This design comes from an exercise in tuning for small area, a short achievable clock period and few clock cycles per item on the open sky130 flow, not from production work.
At most, simulation tests tie the RTL to the original design; equivalence was not proved.

== rev 12 ==
==> module NTT, before the edit <==
module NTT #(
  parameter KYBER_K = 2,
  parameter KYBER_N = 256,
  parameter KYBER_Q = 3329,
  parameter COEFF_SZ = 16
)(
  input clk,
  input reset_n,
  input enable,
  input [COEFF_SZ-1 : 0] Coef_RData,
  output reg  [7 : 0] Coef_RAd,
  output reg  [0 : 0] Coef_WEN,
  output reg  [7 : 0] Coef_WAd,
  output reg  [COEFF_SZ-1 : 0] Coef_WData,
  output reg Poly_NTT_done
);
function [7:0] addr;
  input [7:0] G;
  input [1:0] xsel;
  case (G[7:6])
    2'd0:    addr = {xsel, G[5:0]};
    2'd1:    addr = {G[5], xsel, G[4:0]};
    2'd2:    addr = {G[5:3], xsel, G[2:0]};
    default: addr = {G[5:1], xsel, G[0]};
  endcase
endfunction
function [6:0] zidx1;
  input [7:0] G;
  case (G[7:6])
    2'd0:    zidx1 = 7'd1;
    2'd1:    zidx1 = {6'd1, G[5]};
    2'd2:    zidx1 = {4'd1, G[5:3]};
    default: zidx1 = {2'd1, G[5:1]};
  endcase
endfunction
function [6:0] zidx2;
  input [7:0] G;
  case (G[7:6])
    2'd1:    zidx2 = {5'd1, G[5], 1'b0};
    2'd2:    zidx2 = {3'd1, G[5:3], 1'b0};
    default: zidx2 = {1'd1, G[5:1], 1'b0};
  endcase
endfunction
reg       running;
reg [3:0] sl;             
reg [8:0] nF, nFm1;       
reg       wdbl;           
wire [3:0] ns = {sl[2:0], sl[3]};    
wire [7:0] rG   = (ns[0] | ns[2]) ? nF[7:0] : nFm1[7:0];
wire [1:0] rsel = {ns[0] | ns[1], ns[0] | ns[2]};
wire [7:0] raddr_n = addr(rG, rsel);
reg  [6:0] zidx;
reg  [6:0] zidx_n;
always @(*)
  case (1'b1)
    ns[1]:   zidx_n = zidx1(nF[7:0]);
    ns[2]:   zidx_n = zidx1(nFm1[7:0]);
    ns[3]:   zidx_n = zidx2(nFm1[7:0]);
    default: zidx_n = {zidx[6:1], 1'b1};
  endcase
wire [11:0] zeta;
Zeta M0 (.clka(clk), .addra(zidx), .douta(zeta));
reg  [8:0] wP, wQ;
wire       wuseP = wdbl ? (ns[2] | ns[3]) : (ns[0] | ns[2]);
wire [8:0] wG = wuseP ? wP : wQ;
reg  [1:0] wsel;
always @(*)
  case (1'b1)
    ns[0]:   wsel = 2'd1;
    ns[1]:   wsel = wdbl ? 2'd3 : 2'd0;
    ns[2]:   wsel = wdbl ? 2'd0 : 2'd3;
    default: wsel = 2'd2;
  endcase
wire       wvalid = wdbl ? (~wG[8] & (wG[7:6] != 2'd0)) : (wG[8:6] == 3'd0);
wire [7:0] waddr_n = addr(wG[7:0], wsel);
wire       wd_o0 = wdbl ? (ns[2] | ns[3]) : (ns[0] | ns[1]);
reg  [15:0] V, RD, RD2, O0, O1, X, Y;
wire [15:0] rS, rC, o0, o1;
wire        rk;
reg  [15:0] u;            
Montgomery_Reduce P0 (.clk(clk), .v(V), .zeta(zeta), .rS(rS), .rC(rC), .rk(rk));
Butterfly BF (.u(u), .rS(rS), .rC(rC), .rk(rk), .o0(o0), .o1(o1));
always @(posedge clk) begin
  if (sl[1] | sl[2])  V <= Coef_RData;
  else if (sl[3])     V <= O0;
  else                V <= X;
  RD  <= Coef_RData;
  RD2 <= RD;
  if (sl[1] | sl[2]) u <= RD2;
  else if (sl[3])    u <= o0;
  else               u <= O1;
  O0 <= o0;
  O1 <= o1;
  X  <= O1;
  Y  <= X;
  zidx <= zidx_n;
  Coef_WData <= wd_o0 ? O0 : Y;
  Coef_WAd <= waddr_n;
end
always @(posedge clk) begin
  if (running) begin
    sl       <= ns;
    Coef_RAd <= raddr_n;
    if (sl[2]) begin
      nF   <= nF + 9'd1;
      nFm1 <= nF;
      if (nF == 9'd66) wdbl <= 1'b1;
      else begin
        wP <= wP + 9'd1;
        wQ <= wP;
      end
    end
  end else begin
    sl       <= 4'd1;
    nF       <= 9'd0;
    nFm1     <= 9'h1ff;
    wP       <= 9'h1fe;
    wQ       <= 9'h1fd;
    wdbl     <= 1'b0;
    Coef_RAd <= addr(8'd0, 2'd3);
  end
end
wire last = ns[2] && nF == 9'd259;    
always @(posedge clk, negedge reset_n) begin
  if (!reset_n) begin
    running       <= 1'b0;
    Coef_WEN      <= 1'b0;
    Poly_NTT_done <= 1'b0;
  end else begin
    Poly_NTT_done <= running && last;
    Coef_WEN      <= running && !last && wvalid;
    if (running) begin
      if (last) running <= 1'b0;
    end else if (enable)
      running <= 1'b1;
  end
end
endmodule
export LEC_CHECK = 0
export CAP_MARGIN = 20
export CORE_MARGIN = 2
export CORE_UTILIZATION = 40
export CTS_BUF_LIST = sky130_fd_sc_hd__clkbuf_16
export CTS_CLUSTER_DIAMETER = 80
export CTS_CLUSTER_SIZE = 24
export PLACE_DENSITY = 0.6
export SETUP_SLACK_MARGIN = 5
export SLEW_MARGIN = 20
export SYNTH_HIERARCHICAL = 1
export SYNTH_MINIMUM_KEEP_SIZE = 0
create_clock -name core_clock -period 8.0 [get_ports {clk}]
run.sh (not shown) runs the stock make flow with config.mk's settings and CLKGATE_MAP_FILE= SYNTH_SCRIPT=/design/flow/synth_recipe.tcl, a recipe that flattens the netlist after the stock synthesis.
Per the final summary, rev 12 finished and its layout is clean on timing, DRC and antenna.
Testbench counts of rev 12, summed over its fixed seeds: cycles 33,248, ntts 32.
Setup changes, rev 12 to rev 13
--- a/flow/design.v
+++ b/flow/design.v
@@ -1521,14 +1521,14 @@
 endfunction
 reg       running;
 reg [3:0] sl;             
 reg [8:0] nF, nFm1;       
 reg       wdbl;           
 wire [3:0] ns = {sl[2:0], sl[3]};    
-wire [7:0] rG   = (ns[0] | ns[2]) ? nF[7:0] : nFm1[7:0];
-wire [1:0] rsel = {ns[0] | ns[1], ns[0] | ns[2]};
+wire [7:0] rG   = (ns[0] | ns[3]) ? nF[7:0] : nFm1[7:0];
+wire [1:0] rsel = {ns[0] | ns[1], ns[0] | ns[3]};
 wire [7:0] raddr_n = addr(rG, rsel);
 reg  [6:0] zidx;
 reg  [6:0] zidx_n;
 always @(*)
   case (1'b1)
     ns[1]:   zidx_n = zidx1(nF[7:0]);
@@ -1549,27 +1549,28 @@
     ns[2]:   wsel = wdbl ? 2'd0 : 2'd3;
     default: wsel = 2'd2;
   endcase
 wire       wvalid = wdbl ? (~wG[8] & (wG[7:6] != 2'd0)) : (wG[8:6] == 3'd0);
 wire [7:0] waddr_n = addr(wG[7:0], wsel);
 wire       wd_o0 = wdbl ? (ns[2] | ns[3]) : (ns[0] | ns[1]);
-reg  [15:0] V, RD, RD2, O0, O1, X, Y;
+reg  [15:0] V, RD, U0, O0, O1, X, Y;
 wire [15:0] rS, rC, o0, o1;
 wire        rk;
 reg  [15:0] u;            
 Montgomery_Reduce P0 (.clk(clk), .v(V), .zeta(zeta), .rS(rS), .rC(rC), .rk(rk));
 Butterfly BF (.u(u), .rS(rS), .rC(rC), .rk(rk), .o0(o0), .o1(o1));
 always @(posedge clk) begin
   if (sl[1] | sl[2])  V <= Coef_RData;
   else if (sl[3])     V <= O0;
   else                V <= X;
-  RD  <= Coef_RData;
-  RD2 <= RD;
-  if (sl[1] | sl[2]) u <= RD2;
-  else if (sl[3])    u <= o0;
-  else               u <= O1;
+  RD <= Coef_RData;
+  if (sl[3]) U0 <= Coef_RData;
+  if (sl[1])      u <= RD;
+  else if (sl[2]) u <= U0;
+  else if (sl[3]) u <= o0;
+  else            u <= O1;
   O0 <= o0;
   O1 <= o1;
   X  <= O1;
   Y  <= X;
   zidx <= zidx_n;
   Coef_WData <= wd_o0 ? O0 : Y;
Notes after the runs:
Rev 13 closes out successfully: all stages finished, all timing, DRC and antenna checks passed.
Diff rev 12 -> rev 13 | final area | up by a few percent
Compare rev 13 and rev 12 | part of the cycle the worst path needs lower: rev 12
| final standard cell utilization of the core | rev 13 vs rev 12 | ≈ equal |
Rev 12 → rev 13: synthesized-area fraction occupied by ao, oa, aoi and oai cells +0.19 points; critical path depth grew by 1; wire length now larger; number of hold buffers added after cts flat; ratio of routed vias to standard cells about even.
Sum of negative setup slack: rev 12 vs rev 13 identical
Only the layout flow was run in rev 13; the RTL was not checked for function there.

========
run C:
NTT, a different RTL version from the one above (not shown whole).
Size: about 2,200 cells after synthesis, ~390 flip-flops, about 53 I/O pins, ~22,000 um^2 of cells after synthesis.
make LEC_CHECK=0 CAP_MARGIN=20 CORE_MARGIN=2 CORE_UTILIZATION=55 CTS_BUF_LIST=sky130_fd_sc_hd__clkbuf_16 CTS_CLUSTER_DIAMETER=100 CTS_CLUSTER_SIZE=30 PLACE_DENSITY=0.7 SETUP_SLACK_MARGIN=5 SLEW_MARGIN=20 SYNTH_HIERARCHICAL=1 SYNTH_MINIMUM_KEEP_SIZE=0 finish   # period 8.0 ns
Run C ran to completion and came out clean on the timing, design-rule and antenna checks.
Testbench counts of run C, summed over its fixed seeds: cycles 33,248, ntts 32.
Inputs modified between run C and run A:
diff --git a/flow/design.v b/flow/design.v
--- a/flow/design.v
+++ b/flow/design.v
@@ -1757,8 +1757,9 @@
 endfunction
 reg       running;
 reg [3:0] sl;             
 reg [8:0] nF, nFm1;       
+reg [7:0] nFm2;           
 reg       wdbl;           
 wire [3:0] ns = {sl[2:0], sl[3]};    
 wire [7:0] rG   = (ns[0] | ns[2]) ? nF[7:0] : nFm1[7:0];
 wire [1:0] rsel = {ns[0] | ns[1], ns[0] | ns[2]};
@@ -1769,9 +1770,9 @@
   case (1'b1)
     ns[1]:   zidx_n = zidx1(nF[7:0]);
     ns[2]:   zidx_n = zidx1(nFm1[7:0]);
     ns[3]:   zidx_n = zidx2(nFm1[7:0]);
-    default: zidx_n = {zidx[6:1], 1'b1};
+    default: zidx_n = zidx2(nFm2) | 7'd1;
   endcase
 wire [11:0] zeta;
 Zeta M0 (.clka(clk), .addra(zidx), .douta(zeta));
 reg  [8:0] wP, wQ;
@@ -1817,8 +1818,9 @@
     Coef_RAd <= raddr_n;
     if (sl[2]) begin
       nF   <= nF + 9'd1;
       nFm1 <= nF;
+      nFm2 <= nFm1[7:0];
       if (nF == 9'd66) wdbl <= 1'b1;
       else begin
         wP <= wP + 9'd1;
         wQ <= wP;
@@ -1827,8 +1829,9 @@
   end else begin
     sl       <= 4'd1;
     nF       <= 9'd0;
     nFm1     <= 9'h1ff;
+    nFm2     <= 8'hfe;
     wP       <= 9'h1fe;
     wQ       <= 9'h1fd;
     wdbl     <= 1'b0;
     Coef_RAd <= addr(8'd0, 2'd3);
## What came out
Cell count sits higher in run A than in run C.
Run A ended with less routed length per instance than run C.
For number of logic inverters in the finished layout, dividing the value from run A by the value from run C gives 1.05.
Summary: with run C as the reference, final instance area in run A moved up slightly.
Status: clock-pin slew of the registers on the worst-case setup and hold paths parity (run A, run C)
met3 routed wirelength ends up lower on run C.
Of run C and run A, run A shows the higher routability-driven placement congestion ratio, with run C below it.
Comparing area overhead of the layout relative to synthesis for run C and run A, the bigger number came from run A.
Run A ran to completion and came out clean on the timing, design-rule and antenna checks.
Compared with run C, in run A proportion of synthesized area in mux cells shows an increase of 1.8 points, post-synthesis instance area shows an increase of about 1.3%, setup slack shows a reduction of 0.014 ns.
For run A, only the layout was checked, not whether the RTL still works.

-- afterwards: timing with drivers on the ports --
In the flow no input, the clock included, has a driving cell. The finished layouts below were timed again as built, in two steps. Step 1: set_driving_cell puts a clkbuf_16 on clk and a buf_2 on each other input, an assumption about the parent block. Step 2 moves the port delays by t, midway between the first and last clock arrival at a register: inputs arrive t later, outputs are due t later. That takes back most of the time a late clock gives input paths. a / b / c = ideal / step 1 / step 2; a / b = the first two.
run | t, ns | slack for setup (ns) | pins driven straight from the clock port
rev 12 | 0.601 | 5.085 / 5.085 / 5.085 | 1
rev 13 | 0.609 | 5.053 / 5.053 / 5.053 | 1
run C | 0.573 | 5.051 / 5.051 / 5.051 | 1
run A | 0.579 | 5.037 / 5.037 / 5.037 | 1
After both steps setup and hold are still met in every run listed.
